Context: an optimization exercise on an open-source flow, tuned for small area and a short achievable clock period. The choices shown serve that exercise and are no tape-out recipe. In this exercise RTL edits were held to simulation tests only and were not proved equivalent to the original.

// residual_block
module residual_block (
    input clk,
    input rst,
    input start,
    output reg done,
    input  signed [127:0] input_tensor,
    input  [7:0]  conv1_weights_flat,
    input  [7:0]  conv1_bias_flat,
    input  [31:0] conv2_weights_flat,
    input  [7:0]  conv2_bias_flat,
    input  [7:0]  conv3_weights_flat,
    input  [7:0]  conv3_bias_flat,
    input  [7:0]  conv_shortcut_weights_flat,
    input  [7:0]  conv_shortcut_bias_flat,
    output reg signed [71:0] output_tensor
);
For scale: about 290 flip-flops, about 290 I/O pins.
Settings: LEC_CHECK=0, CAP_MARGIN=20, CORE_MARGIN=2, CORE_UTILIZATION=65, CTS_CLUSTER_DIAMETER=150, CTS_CLUSTER_SIZE=24, SLEW_MARGIN=20, SYNTH_HIERARCHICAL=1; clock period 10.0 ns.
standard.sh (not shown) runs the stock make flow with config.mk's settings and CLKGATE_MAP_FILE= SYNTH_SCRIPT=/design/flow/synth_recipe.tcl, a recipe that flattens the netlist after the stock synthesis.
==> flow/flow/run.sh <==
#!/bin/bash
set -euo pipefail
export BUFFER_PORTS_ARGS="-buffer_cell sky130_fd_sc_hd__buf_1"
export SETUP_SLACK_MARGIN=6.9
export TNS_END_PERCENT=0
bash standard.sh > standard_flow.log 2>&1
The first run finished with timing, DRC and antenna clean.
Next try:
--- a/flow/flow/run.sh
+++ b/flow/flow/run.sh
@@ -4,2 +4,2 @@
-export SETUP_SLACK_MARGIN=6.9
-export TNS_END_PERCENT=0
+export SETUP_SLACK_MARGIN=6.7
+export TNS_END_PERCENT=100
- cell count is about the same
Next try:
--- a/flow/flow/run.sh
+++ b/flow/flow/run.sh
@@ -5 +5 @@
-export TNS_END_PERCENT=100
+export TNS_END_PERCENT=0
Effect: Area after synthesis does not change; wire length barely changes; setup slack loses 13 ps; non-clock buffer count rose by 1; first-iteration DRC count increases by 2.3%; hold slack gets worse by 3.0 ps; die area stays the same; via count climbs by 0.50%; clock-buffer cell count is unchanged.

## run 1
residual_block, a different RTL version from the one above (not shown whole).
Size in the first run: about 1500 cells after synthesis, ~290 I/O pins.
## residual_block
module residual_block (
    input clk,
    input rst,
    input start,
    output reg done,
    input  signed [127:0] input_tensor,
    input  [7:0]  conv1_weights_flat,
    input  [7:0]  conv1_bias_flat,
    input  [31:0] conv2_weights_flat,
    input  [7:0]  conv2_bias_flat,
    input  [7:0]  conv3_weights_flat,
    input  [7:0]  conv3_bias_flat,
    input  [7:0]  conv_shortcut_weights_flat,
    input  [7:0]  conv_shortcut_bias_flat,
    output reg signed [71:0] output_tensor
);
clock: 10.0 ns
lec_check: 0
cap_margin: 20
core_margin: 2
core_utilization: 65
slew_margin: 20
synth_hierarchical: 1
==> flow/flow/run.sh <==
#!/bin/bash
set -euo pipefail
export BUFFER_PORTS_ARGS="-buffer_cell sky130_fd_sc_hd__buf_1"
export SETUP_SLACK_MARGIN=6.7
export TNS_END_PERCENT=0
bash standard.sh > standard_flow.log 2>&1
Modified inputs, run 2 compared to run 1
- swapping 65 for 40 in CORE_UTILIZATION
- putting CTS_CLUSTER_SIZE at 30 where nothing was set
- putting CTS_CLUSTER_DIAMETER at 200 where nothing was set
Findings:
The largest stage delay on the critical path of run 1 and that of run 2 are within noise of each other.
From run 1 to run 2 the numbers moved as follows: ratio of final minimum period to clock period shows no meaningful change, detailed-route vias per instance shows a reduction of 11%, die area shows an increase of 61%.
Input-level comparison between run 3 and run 2:
- a change of CORE_UTILIZATION from 40 to 65
Findings:
In run 3 the quantity of gates resized following cts turned out 3 higher than in run 2. Layout clock buffer count: lower on run 2. Compared with run 2, run 3 shows a post-route clock period utilization that is 0.19 points lower.

Starting RTL as in the previous note.
export LEC_CHECK = 0
export CAP_MARGIN = 20
export CORE_MARGIN = 2
export CORE_UTILIZATION = 65
export CTS_CLUSTER_DIAMETER = 150
export CTS_CLUSTER_SIZE = 24
export SLEW_MARGIN = 20
export SYNTH_HIERARCHICAL = 1
create_clock -name core_clock -period 10.0 [get_ports {clk}]
Scripts as last shown in full above: flow/flow/run.sh
Then changed:
- CORE_UTILIZATION: 65 -> 40
- CTS_CLUSTER_DIAMETER: 150 -> default
- CTS_CLUSTER_SIZE: 24 -> default
The changed run completed with no timing, DRC or antenna violations; synthesized area stays the same; global-route usage is lower by 11 points; first-iteration DRC count came out lower by about 22%.
Then changed:
- CORE_UTILIZATION: 40 -> 65
- CTS_CLUSTER_DIAMETER: default -> 150
- CTS_CLUSTER_SIZE: default -> 24
- GPL_TIMING_DRIVEN: default -> 1
Effect:
- via count went up by 1.0%
- routed wire length goes down by 4.3%
- design area is lower by 4.4%
- cell count shrinks by 10%
- sequential share of layout area goes up by 1.4 points
- setup slack improves by 0.0066 ns
- synthesized area stays the same
Then changed:
==> flow/flow/run.sh (replaced) <==
#!/bin/bash
set -euo pipefail
export BUFFER_PORTS_ARGS="-buffer_cell sky130_fd_sc_hd__buf_1"
export SETUP_SLACK_MARGIN=6.7
bash standard.sh > standard_flow.log 2>&1
- CORE_UTILIZATION: 65 -> 40
- CTS_CLUSTER_DIAMETER: 150 -> default
- CTS_CLUSTER_SIZE: 24 -> default
- GPL_TIMING_DRIVEN: 1 -> default
After rerunning:
- first-iteration DRC count goes down by 20%
- design area goes up by 5.4%
- via count goes down by 0.47%
- routed wire length goes up by 5.1%
- sequential cell count stays the same
- worst setup slack improves by 0.022 ns
Then changed:
==> flow/flow/run.sh (replaced) <==
#!/bin/bash
set -euo pipefail
export BUFFER_PORTS_ARGS="-buffer_cell sky130_fd_sc_hd__buf_1"
export SETUP_SLACK_MARGIN=6.7
export TNS_END_PERCENT=0
bash standard.sh > standard_flow.log 2>&1
- CTS_CLUSTER_DIAMETER: default -> 150
- CTS_CLUSTER_SIZE: default -> 24
=>
- routed wire length went down by 1.9%
- clock-buffer cell count shrinks by 25
- non-clock buffer count falls by 5
- sequential cell count does not change
- die area stays the same
- via count falls by 1.3%
- design area fell by about 4%
- worst setup slack is worse by 0.055 ns
- global-route usage came out lower by 0.24 points

Setup of job 6646:
residual_block, a different RTL version from the one above (not shown whole).
Size: roughly 1600 cells after synthesis, about 290 I/O pins, roughly 18000 µm² of cells after synthesis.
export LEC_CHECK = 0
export CAP_MARGIN = 20
export CORE_MARGIN = 2
export CORE_UTILIZATION = 40
export SLEW_MARGIN = 20
export SYNTH_HIERARCHICAL = 1
create_clock -name core_clock -period 10.0 [get_ports {clk}]
==> flow/flow/run.sh <==
#!/bin/bash
set -euo pipefail
export BUFFER_PORTS_ARGS="-buffer_cell sky130_fd_sc_hd__buf_1"
export SETUP_SLACK_MARGIN=6.3
export TNS_END_PERCENT=0
bash standard.sh > standard_flow.log 2>&1
Job 6646 reached the end of the flow, and the finished layout is clean on the timing, DRC and antenna checks.
What job 6144 does differently from job 6646 at the input level:
==> flow/flow/run.sh <==
#!/bin/bash
set -euo pipefail
export BUFFER_PORTS_ARGS="-buffer_cell sky130_fd_sc_hd__buf_1"
export SETUP_SLACK_MARGIN=6.7
export TNS_END_PERCENT=0
bash standard.sh > standard_flow.log 2>&1
--- outcome ---
- The antenna diode count number comes out lower for job 6144 vs job 6646.
- Job 6646 has a higher number of CTS-inserted buffers than job 6144.
- As far as final cell count is concerned, job 6646 and job 6144 perform about the same.
The following lists how job 8758 was set up differently from job 6144:
==> flow/flow/run.sh <==
#!/bin/bash
set -euo pipefail
export BUFFER_PORTS_ARGS="-buffer_cell sky130_fd_sc_hd__buf_1"
export SETUP_SLACK_MARGIN=6.3
bash standard.sh > standard_flow.log 2>&1
==> comparison <==
Taking job 6144 as the reference, in job 8758 post-synthesis instance area essentially unchanged; total routed wirelength decreased about 0.65%; per-cell via count in the routed design increased 0.64%; final worst clock skew decreased 0.021 ns.
Per the comparison of job 8758 with job 6144, global-route usage now sits lower; total cell area at the placement stage roughly the same.

residual_block with an RTL version that a note above also has.
For scale: roughly 1,500 cells after synthesis, ~280 flip-flops, about 0.018 mm^2 of cells after synthesis.
==> flow/config.mk <==
export PLATFORM = sky130hd
export DESIGN_NAME = residual_block
export DESIGN_NICKNAME = residual_block
export VERILOG_FILES = /design/flow/design.v
export SDC_FILE = /design/flow/constraint.sdc
export NUM_CORES = 4
export LEC_CHECK = 0
export CAP_MARGIN = 20
export CORE_MARGIN = 2
export CORE_UTILIZATION = 65
export CTS_CLUSTER_DIAMETER = 150
export CTS_CLUSTER_SIZE = 24
export SLEW_MARGIN = 20
export SYNTH_HIERARCHICAL = 1
==> flow/constraint.sdc <==
create_clock -name core_clock -period 10.0 [get_ports {clk}]
set_input_delay 2.0000 -clock core_clock [delete_from_list [all_inputs] [get_ports {clk}]]
set_output_delay 2.0000 -clock core_clock [all_outputs]
set_load 0.01 [all_outputs]
==> flow/flow/run.sh <==
#!/bin/bash
set -euo pipefail
export BUFFER_PORTS_ARGS="-buffer_cell sky130_fd_sc_hd__buf_1"
export SETUP_SLACK_MARGIN=6.7
export TNS_END_PERCENT=0
bash standard.sh > standard_flow.log 2>&1
The first run went through all stages and came out clean.
Edit:
==> flow/flow/run.sh (replaced) <==
#!/bin/bash
set -euo pipefail
export BUFFER_PORTS_ARGS="-buffer_cell sky130_fd_sc_hd__buf_1"
export SETUP_SLACK_MARGIN=6.85
export TNS_END_PERCENT=0
bash standard.sh > standard_flow.log 2>&1
Outcome:
- first-iteration DRC count fell slightly
- global-route usage barely changes
- cell count is unchanged
- cell area barely changes
- via count fell slightly
- sequential share of layout area is about the same
Edit:
==> flow/flow/run.sh (replaced) <==
#!/bin/bash
set -euo pipefail
export BUFFER_PORTS_ARGS="-buffer_cell sky130_fd_sc_hd__buf_1"
export SETUP_SLACK_MARGIN=6.55
export TNS_END_PERCENT=0
bash standard.sh > standard_flow.log 2>&1
Outcome: Wire length barely changes; critical path depth went down by 1; first-iteration DRC count drops by 12%; setup slack gets better by 36 ps; via count is higher by about 0.9%; hold slack gets better by 9.4 ps; flip-flop and latch count does not change; maximum frequency went up by about 1.1%; register-to-register slack improves by 40 ps.

job 2687:
Another version of the RTL of residual_block (not shown whole).
Size: about 1500 cells after synthesis, about 290 I/O pins, ~18000 µm² of cells after synthesis.
export LEC_CHECK = 0
export CAP_MARGIN = 20
export CORE_MARGIN = 2
export CORE_UTILIZATION = 55
export CTS_CLUSTER_DIAMETER = 150
export CTS_CLUSTER_SIZE = 24
export SLEW_MARGIN = 20
export SYNTH_HIERARCHICAL = 1
create_clock -name core_clock -period 10.0 [get_ports {clk}]
==> flow/flow/run.sh <==
#!/bin/bash
set -euo pipefail
export BUFFER_PORTS_ARGS="-buffer_cell sky130_fd_sc_hd__buf_1"
export SETUP_SLACK_MARGIN=6.9
export TNS_END_PERCENT=0
bash standard.sh > standard_flow.log 2>&1
Here is what was changed in the inputs of job 9632 compared with job 2687.
Settings: CORE_UTILIZATION changed from 55 to 75.
Notes after the runs:
- Job 9632 finished every stage and its layout cleared the timing, DRC and antenna checks.
- From job 2687 to job 9632 the numbers moved as follows: number of tap instances fell by 118, final period demand of the worst path rose by 0.0088 ns.
- Post-DP HPWL in job 9632 vs job 2687: up 1.5%
Inputs modified between job 9632 and job 4921:
Settings: CORE_UTILIZATION changed from 75 to 65.
diff --git a/flow/flow/run.sh b/flow/flow/run.sh
--- a/flow/flow/run.sh
+++ b/flow/flow/run.sh
@@ -4 +4 @@
-export SETUP_SLACK_MARGIN=6.9
+export SETUP_SLACK_MARGIN=7.05
==> notes.md <==
- In the reports for job 9632 and job 4921, the larger initial core utilization belongs to job 9632.
- When job 4921 is set beside job 9632, its total of clock buffers placed in the layout turns out to be about 9% smaller.
- Maximum operating frequency (job 4921 over job 9632): increase, 1.0%
Inputs modified between job 4921 and job 4840:
diff --git a/flow/flow/run.sh b/flow/flow/run.sh
--- a/flow/flow/run.sh
+++ b/flow/flow/run.sh
@@ -4 +4 @@
-export SETUP_SLACK_MARGIN=7.05
+export SETUP_SLACK_MARGIN=6.9
--- outcome ---
- Per the comparison of job 4840 with job 4921, minimum setup slack in the final design went up, number of placed instances, taps included did not really move, routability congestion estimate went up, final core utilization went down, post-route standard cell area excluding fillers did not really move.
- From job 4921 to job 4840 the numbers moved as follows: depth of the worst register-to-register path has increased; count of clock-buffer cells in the layout climbed 2.

## re-timing with driven ports
Ports are ideal in the flow. The routed layouts listed here were re-timed in OpenROAD. Step 1 sets driving cells, clkbuf_16 on the clock port and buf_2 on the other inputs (assumed; they add their load-dependent delay and slew). Step 2 moves the port delays by t, midway between the first and last clock arrival at a register: inputs arrive t later, outputs are due t later. That takes back most of the time a late clock gives input paths. Three values: no drivers, after step 1, after step 2; two values: the first two.
run | t (ns) | setup slack, ns | worst slew at a driven data input, ns
the first run of note 1 | 0.539 | 6.740 / 6.740 / 6.427 | 0.11
the second run of note 1 | 0.536 | 6.734 / 6.734 / 6.329 | 0.09
the third run of note 1 | 0.535 | 6.720 / 6.720 / 6.339 | 0.09
run 1 | 0.599 | 6.579 / 6.579 / 6.315 | 0.07
run 2 | 0.550 | 6.589 / 6.589 / 6.347 | 0.07
run 3 | 0.549 | 6.608 / 6.608 / 6.337 | 0.07
the first run of note 3 | 0.540 | 6.613 / 6.613 / 6.321 | 0.08
the second run of note 3 | 0.611 | 6.607 / 6.607 / 6.321 | 0.07
the third run of note 3 | 0.540 | 6.613 / 6.613 / 6.321 | 0.08
the fourth run of note 3 | 0.611 | 6.635 / 6.635 / 6.321 | 0.07
the fifth run of note 3 | 0.553 | 6.581 / 6.581 / 6.333 | 0.07
job 6646 | 0.630 | 6.444 / 6.444 / 6.386 | 0.06
job 6144 | 0.639 | 6.643 / 6.643 / 6.373 | 0.07
job 8758 | 0.630 | 6.513 / 6.513 / 6.383 | 0.06
the first run of note 5 | 0.540 | 6.613 / 6.613 / 6.321 | 0.08
the second run of note 5 | 0.541 | 6.545 / 6.545 / 6.324 | 0.07
the third run of note 5 | 0.540 | 6.581 / 6.581 / 6.312 | 0.07
job 2687 | 0.537 | 6.773 / 6.773 / 6.611 | 0.09
job 9632 | 0.542 | 6.764 / 6.764 / 6.713 | 0.09
job 4921 | 0.536 | 6.797 / 6.797 / 6.665 | 0.11
job 4840 | 0.544 | 6.810 / 6.810 / 6.628 | 0.11
After both steps setup and hold are still met in every run listed. For the second run of note 1, which loses most, drivers alone change the setup slack by 0.000 ns; drivers and shift together by -0.405 ns.
